This design comes from an exercise in tuning for small area on the open sky130 flow, not from production work.
Only simulation tests tie the RTL to the original design; equivalence was not proved.
No driver is modelled on the clock port, so clocking that relies on it looks cheaper here than on a real chip.
No activity file was given, so power comes from the tool's default toggle rates.

==> flow/design.v <==
module ethernet_top
  (
    input        CLK,
    input        RST_N,
    output       M_CLK,
    input        M_DATA,
    output       M_LRSEL,
    output       ETH_MDC,
    output       ETH_RSTN,
    output       ETH_TXEN,
    output [1:0] ETH_TXD
   );
   assign M_LRSEL = 1'b0;
   assign ETH_MDC = 1'b0;
   reg [2:0] rst_q;
   always @(posedge CLK) rst_q <= {rst_q[1:0], ~RST_N};
   wire rst  = |rst_q;
   wire crst = |rst_q[2:1];       
   reg [3:0] p;
   reg [2:0] q;
   reg [3:0] g;
   reg [3:0] n;
   always @(posedge CLK) begin
      if (crst) begin
         p <= 4'd5; q <= 3'd4; g <= 4'd15; n <= 4'd15;
      end
      else begin
         p <= p + 4'd1;
         if (p == 4'd15) begin
            if (q == 3'd4) begin
               q <= 3'd0;
               g <= g + 4'd1;
               if (g == 4'd15) n <= n + 4'd1;
            end
            else q <= q + 3'd1;
         end
      end
   end
   reg eth_rst;
   wire u_is_8 = (q == 3'd0) && (p == 4'd8);    
   always @(posedge CLK) eth_rst <= rst | (eth_rst & ~u_is_8);
   assign ETH_RSTN = ~eth_rst;
   reg armed;
   always @(posedge CLK)
     if (eth_rst) armed <= 1'b0;
     else if (n == 4'd15) armed <= 1'b1;
   wire [6:0] v = {q, p};
   reg mclk_d;
   always @(*) begin
      case (q)
        3'd0: mclk_d = (p <= 4'd8);
        3'd1: mclk_d = (p >= 4'd3) && (p <= 4'd12);
        3'd2: mclk_d = (p >= 4'd7);
        3'd3: mclk_d = (p <= 4'd0) || (p >= 4'd11);
        default: mclk_d = (p <= 4'd4) || (p == 4'd15);
      endcase
   end
   reg eth_rst_d;
   always @(posedge CLK) eth_rst_d <= eth_rst;
   assign M_CLK = mclk_d & ~eth_rst_d;
   reg xs, xp;
   wire cap = (q != 3'd0) && (p == {q[1:0] - 2'd1, 2'b00});
   always @(posedge CLK) if (cap) xs <= M_DATA;
   always @(posedge CLK)
     if (eth_rst) xp <= 1'b0;
     else if (p == 4'd0) xp <= xs;
   wire upd  = (q != 3'd1);
   wire lsb  = (p == 4'd0);
   reg [31:0] ir0, ir1, ir2, ir3, ir4;
   reg [4:0]  ic;
   wire [1:0] io0 = ir0[31:30];
   wire [1:0] io1 = ir1[31:30];
   wire [1:0] io2 = ir2[31:30];
   wire [1:0] io3 = ir3[31:30];
   wire [1:0] io4 = ir4[31:30];
   wire [1:0] xa  = !upd ? 2'b00 : lsb ? {xs, 1'b1} : {xp, xp};
   wire [1:0] a1  = upd ? io0 : 2'b00;
   wire [1:0] a2  = upd ? io1 : 2'b00;
   wire [1:0] a3  = upd ? io2 : 2'b00;
   wire [1:0] a4  = upd ? io3 : 2'b00;
   wire [4:0] icin = lsb ? 5'b0 : ic;
   wire [2:0] s0 = io0 + xa + icin[0];
   wire [2:0] s1 = io1 + a1 + icin[1];
   wire [2:0] s2 = io2 + a2 + icin[2];
   wire [2:0] s3 = io3 + a3 + icin[3];
   wire [2:0] s4 = io4 + a4 + icin[4];
   always @(posedge CLK) begin
      if (eth_rst) begin
         ir0 <= {ir0[29:0], 2'b00};
         ir1 <= {ir1[29:0], 2'b00};
         ir2 <= {ir2[29:0], 2'b00};
         ir3 <= {ir3[29:0], 2'b00};
         ir4 <= {ir4[29:0], 2'b00};
         ic  <= 5'b0;
      end
      else begin
         ir0 <= {ir0[29:0], s0[1:0]};
         ir1 <= {ir1[29:0], s1[1:0]};
         ir2 <= {ir2[29:0], s2[1:0]};
         ir3 <= {ir3[29:0], s3[1:0]};
         ir4 <= {ir4[29:0], comb ? 2'b00 : s4[1:0]};
         ic  <= {s4[2], s3[2], s2[2], s1[2], s0[2]};
      end
   end
   wire comb = (g == 4'd0) && (q == 3'd1);
   reg [31:0] dr1, dr2, dr3, dr4;
   reg [4:1]  cc;
   wire [1:0] do1 = dr1[31:30];
   wire [1:0] do2 = dr2[31:30];
   wire [1:0] do3 = dr3[31:30];
   wire [1:0] do4 = dr4[31:30];
   wire [4:1] ccin = lsb ? 4'b1111 : cc;
   wire [1:0] c0 = io4;
   wire [2:0] c1 = c0      + {1'b0, ~do1} + ccin[1];
   wire [2:0] c2 = c1[1:0] + {1'b0, ~do2} + ccin[2];
   wire [2:0] c3 = c2[1:0] + {1'b0, ~do3} + ccin[3];
   wire [2:0] c4 = c3[1:0] + {1'b0, ~do4} + ccin[4];
   wire [1:0] y  = c4[1:0];
   always @(posedge CLK) begin
      if (eth_rst) begin
         dr1 <= {dr1[29:0], 2'b00};
         dr2 <= {dr2[29:0], 2'b00};
         dr3 <= {dr3[29:0], 2'b00};
         dr4 <= {dr4[29:0], 2'b00};
      end
      else begin
         dr1 <= {dr1[29:0], comb ? c0      : do1};
         dr2 <= {dr2[29:0], comb ? c1[1:0] : do2};
         dr3 <= {dr3[29:0], comb ? c2[1:0] : do3};
         dr4 <= {dr4[29:0], comb ? c3[1:0] : do4};
      end
      cc <= {c4[2], c3[2], c2[2], c1[2]};
   end
   wire skip = (n != 4'd0) &&
               (((g == 4'd0) && (q >= 3'd2)) || (g == 4'd1) || (g == 4'd2) ||
                ((g == 4'd3) && (q <= 3'd2)));
   reg  [1:0] sr [0:255];
   integer k;
   always @(posedge CLK) begin
      sr[0] <= comb ? y : skip ? sr[239] : sr[255];
      for (k = 1; k < 256; k = k + 1)
        sr[k] <= sr[k - 1];
   end
   wire fr  = armed && (n == 4'd0);
   wire pre = ((g == 4'd0) && !((q == 3'd0) && !p[3])) || ((g == 4'd1) && (q == 3'd0));
   wire dat = ((g == 4'd1) && (q != 3'd0)) || (g == 4'd2) || (g == 4'd3) ||
              ((g == 4'd4) && (q[2:1] == 2'b00));
   wire fcs = (g == 4'd4) && (q == 3'd2);
   assign ETH_TXEN = fr && (pre || dat || fcs);
   reg [1:0] rom;
   always @(*) begin
      case ({g[0], q, p})
        8'b00001000: rom = 2'd1;
        8'b00001001: rom = 2'd1;
        8'b00001010: rom = 2'd1;
        8'b00001011: rom = 2'd1;
        8'b00001100: rom = 2'd1;
        8'b00001101: rom = 2'd1;
        8'b00001110: rom = 2'd1;
        8'b00001111: rom = 2'd1;
        8'b00010000: rom = 2'd1;
        8'b00010001: rom = 2'd1;
        8'b00010010: rom = 2'd1;
        8'b00010011: rom = 2'd1;
        8'b00010100: rom = 2'd1;
        8'b00010101: rom = 2'd1;
        8'b00010110: rom = 2'd1;
        8'b00010111: rom = 2'd1;
        8'b00011000: rom = 2'd1;
        8'b00011001: rom = 2'd1;
        8'b00011010: rom = 2'd1;
        8'b00011011: rom = 2'd1;
        8'b00011100: rom = 2'd1;
        8'b00011101: rom = 2'd1;
        8'b00011110: rom = 2'd1;
        8'b00011111: rom = 2'd1;
        8'b00100000: rom = 2'd1;
        8'b00100001: rom = 2'd1;
        8'b00100010: rom = 2'd1;
        8'b00100011: rom = 2'd1;
        8'b00100100: rom = 2'd1;
        8'b00100101: rom = 2'd1;
        8'b00100110: rom = 2'd1;
        8'b00100111: rom = 2'd3;
        8'b00101000: rom = 2'd0;
        8'b00101001: rom = 2'd3;
        8'b00101010: rom = 2'd0;
        8'b00101011: rom = 2'd2;
        8'b00101100: rom = 2'd3;
        8'b00101101: rom = 2'd1;
        8'b00101110: rom = 2'd0;
        8'b00101111: rom = 2'd1;
        8'b00110000: rom = 2'd2;
        8'b00110001: rom = 2'd3;
        8'b00110010: rom = 2'd3;
        8'b00110011: rom = 2'd2;
        8'b00110100: rom = 2'd0;
        8'b00110101: rom = 2'd3;
        8'b00110110: rom = 2'd1;
        8'b00110111: rom = 2'd0;
        8'b00111000: rom = 2'd2;
        8'b00111001: rom = 2'd0;
        8'b00111010: rom = 2'd0;
        8'b00111011: rom = 2'd2;
        8'b00111100: rom = 2'd1;
        8'b00111101: rom = 2'd3;
        8'b00111110: rom = 2'd2;
        8'b00111111: rom = 2'd3;
        8'b01000000: rom = 2'd0;
        8'b01000001: rom = 2'd0;
        8'b01000010: rom = 2'd0;
        8'b01000011: rom = 2'd0;
        8'b01000100: rom = 2'd0;
        8'b01000101: rom = 2'd2;
        8'b01000110: rom = 2'd1;
        8'b01000111: rom = 2'd0;
        8'b01001000: rom = 2'd2;
        8'b01001001: rom = 2'd3;
        8'b01001010: rom = 2'd3;
        8'b01001011: rom = 2'd0;
        8'b01001100: rom = 2'd1;
        8'b01001101: rom = 2'd0;
        8'b01001110: rom = 2'd0;
        8'b01001111: rom = 2'd0;
        8'b10000000: rom = 2'd3;
        8'b10000001: rom = 2'd2;
        8'b10000010: rom = 2'd2;
        8'b10000011: rom = 2'd3;
        8'b10000100: rom = 2'd2;
        8'b10000101: rom = 2'd3;
        8'b10000110: rom = 2'd2;
        8'b10000111: rom = 2'd1;
        8'b10001000: rom = 2'd0;
        8'b10001001: rom = 2'd0;
        8'b10001010: rom = 2'd0;
        8'b10001011: rom = 2'd0;
        8'b10001100: rom = 2'd0;
        8'b10001101: rom = 2'd0;
        8'b10001110: rom = 2'd0;
        8'b10001111: rom = 2'd1;
        default: rom = 2'd1;
      endcase
   end
   reg [1:0] tap;
   always @(*) begin
      case (p[3:2])
        2'd0: tap = sr[51];
        2'd1: tap = sr[59];
        2'd2: tap = sr[67];
        default: tap = sr[75];
      endcase
   end
   reg [31:0] crc;
   reg [1:0]  nk;
   always @(*) begin
      case (p)
        4'd0: nk = 2'd2;  4'd1: nk = 2'd0;  4'd2: nk = 2'd1;  4'd3: nk = 2'd3;
        4'd4: nk = 2'd2;  4'd5: nk = 2'd0;  4'd6: nk = 2'd1;  4'd7: nk = 2'd2;
        4'd8: nk = 2'd3;  4'd9: nk = 2'd3;  4'd10: nk = 2'd0; 4'd11: nk = 2'd3;
        4'd12: nk = 2'd3; 4'd13: nk = 2'd2; 4'd14: nk = 2'd2; default: nk = 2'd3;
      endcase
   end
   wire [1:0] txd = dat ? tap : fcs ? (crc[1:0] ^ nk) : rom;
   assign ETH_TXD = txd;
   wire [1:0] fb = (fr && dat) ? (tap ^ crc[1:0]) : 2'b00;
   always @(posedge CLK)
     crc <= {2'b00, crc[31:2]} ^ ({32{fb[0]}} & 32'h76dc4190) ^ ({32{fb[1]}} & 32'hedb88320);
endmodule
clock: 10.0 ns
lec_check: 0
cap_margin: 20
core_margin: 2
core_utilization: 75
cts_buf_list: sky130_fd_sc_hd__clkbuf_8
cts_cluster_diameter: 60
cts_cluster_size: 18
slew_margin: 20
synth_memory_max_bits: 8192
standard.sh (not shown) runs the stock make flow with config.mk's settings and CLKGATE_MAP_FILE= SYNTH_SCRIPT=/design/flow/synth_recipe.tcl, a recipe that flattens the netlist after the stock synthesis.
==> flow/flow/run.sh <==
#!/bin/bash
# Standard ORFS layout (the standard.sh, standard synthesis unchanged) with these changes:
#  - port buffers are buf_1 cells;
#  - before clock tree synthesis, cells are downsized where slack allows (flow/pre_cts.tcl);
#  - clock tree synthesis without dummy loads, with clkbuf_8 sink clusters.
# The full make output goes to standard.log here; ORFS keeps each step's log under orfs/logs.
set -euo pipefail
export CTS_ARGS="-sink_clustering_enable -repair_clock_nets -dont_use_dummy_load -sink_clustering_size 18 -sink_clustering_max_diameter 60 -buf_list sky130_fd_sc_hd__clkbuf_8"
export BUFFER_PORTS_ARGS="-buffer_cell sky130_fd_sc_hd__buf_1"
export PRE_CTS_TCL="$PWD/flow/pre_cts.tcl"
bash standard.sh > standard.log 2>&1
==> flow/flow/pre_cts.tcl <==
# Before clock tree synthesis: with several ns of setup slack everywhere,
# downsize cells that the mapper sized for speed (power recovery).
estimate_parasitics -placement
repair_timing -recover_power 100 -verbose
==> next run, changes <==
--- a/flow/design.v
+++ b/flow/design.v
@@ -34,13 +34,13 @@
             end
             else q <= q + 3'd1;
          end
       end
    end
    reg eth_rst;
-   wire u_is_8 = (q == 3'd0) && (p == 4'd8);    
+   wire u_is_8 = (n == 4'd0) && (g == 4'd0) && (q == 3'd0) && (p == 4'd8);
    always @(posedge CLK) eth_rst <= rst | (eth_rst & ~u_is_8);
    assign ETH_RSTN = ~eth_rst;
    reg armed;
    always @(posedge CLK)
      if (eth_rst) armed <= 1'b0;
      else if (n == 4'd15) armed <= 1'b1;
@@ -128,21 +128,21 @@
          dr2 <= {dr2[29:0], comb ? c1[1:0] : do2};
          dr3 <= {dr3[29:0], comb ? c2[1:0] : do3};
          dr4 <= {dr4[29:0], comb ? c3[1:0] : do4};
       end
       cc <= {c4[2], c3[2], c2[2], c1[2]};
    end
-   wire skip = (n != 4'd0) &&
-               (((g == 4'd0) && (q >= 3'd2)) || (g == 4'd1) || (g == 4'd2) ||
-                ((g == 4'd3) && (q <= 3'd2)));
    reg  [1:0] sr [0:255];
    integer k;
    always @(posedge CLK) begin
-      sr[0] <= comb ? y : skip ? sr[239] : sr[255];
-      for (k = 1; k < 256; k = k + 1)
-        sr[k] <= sr[k - 1];
+      for (k = 0; k < 256; k = k + 1) begin
+         if ((k % 16) == 8 && comb && n == ((280 - k) / 16 + 1) % 16)
+           sr[k] <= y;
+         else
+           sr[k] <= sr[(k + 255) % 256];
+      end
    end
    wire fr  = armed && (n == 4'd0);
    wire pre = ((g == 4'd0) && !((q == 3'd0) && !p[3])) || ((g == 4'd1) && (q == 3'd0));
    wire dat = ((g == 4'd1) && (q != 3'd0)) || (g == 4'd2) || (g == 4'd3) ||
               ((g == 4'd4) && (q[2:1] == 2'b00));
    wire fcs = (g == 4'd4) && (q == 3'd2);
@@ -241,16 +241,16 @@
         default: rom = 2'd1;
       endcase
    end
    reg [1:0] tap;
    always @(*) begin
       case (p[3:2])
-        2'd0: tap = sr[51];
-        2'd1: tap = sr[59];
-        2'd2: tap = sr[67];
-        default: tap = sr[75];
+        2'd0: tap = sr[91];
+        2'd1: tap = sr[99];
+        2'd2: tap = sr[107];
+        default: tap = sr[115];
       endcase
    end
    reg [31:0] crc;
    reg [1:0]  nk;
    always @(*) begin
       case (p)
- The new run completed with no timing, DRC or antenna violations
- via count is higher by 7.5%
- global-route usage is higher by 2.2 points
- hold slack gets better by 8.3 ps
- clock power is about the same
- final area is higher by 1.6%
- routed wire length is higher by 15%
- synthesized area is higher by 1.7%

[separate check: timing with driven ports]
In the flow no input, the clock included, has a driving cell. The finished layouts below were timed again as built, in two steps. Step 1 (the two cells are an assumption about what drives the block):
set clk [get_ports {CLK}]
set_driving_cell -lib_cell sky130_fd_sc_hd__clkbuf_16 $clk
set_driving_cell -lib_cell sky130_fd_sc_hd__buf_2 [delete_from_list [all_inputs] $clk]
Step 2, shift: input delay + t, output delay - t, t = (earliest + latest rising clock arrival at the registers) / 2. This alone moves slack from input paths to output paths. a / b / c = ideal ports / drivers / drivers and shift; a / b = the first two.
run	t (ns)	setup slack, ns	worst data-port slew with drivers (ns)
the first run	0.625	5.106 / 5.060 / 5.685	0.03
the second run	0.623	4.829 / 4.817 / 4.829	0.03
After both steps every run listed still meets setup and hold.
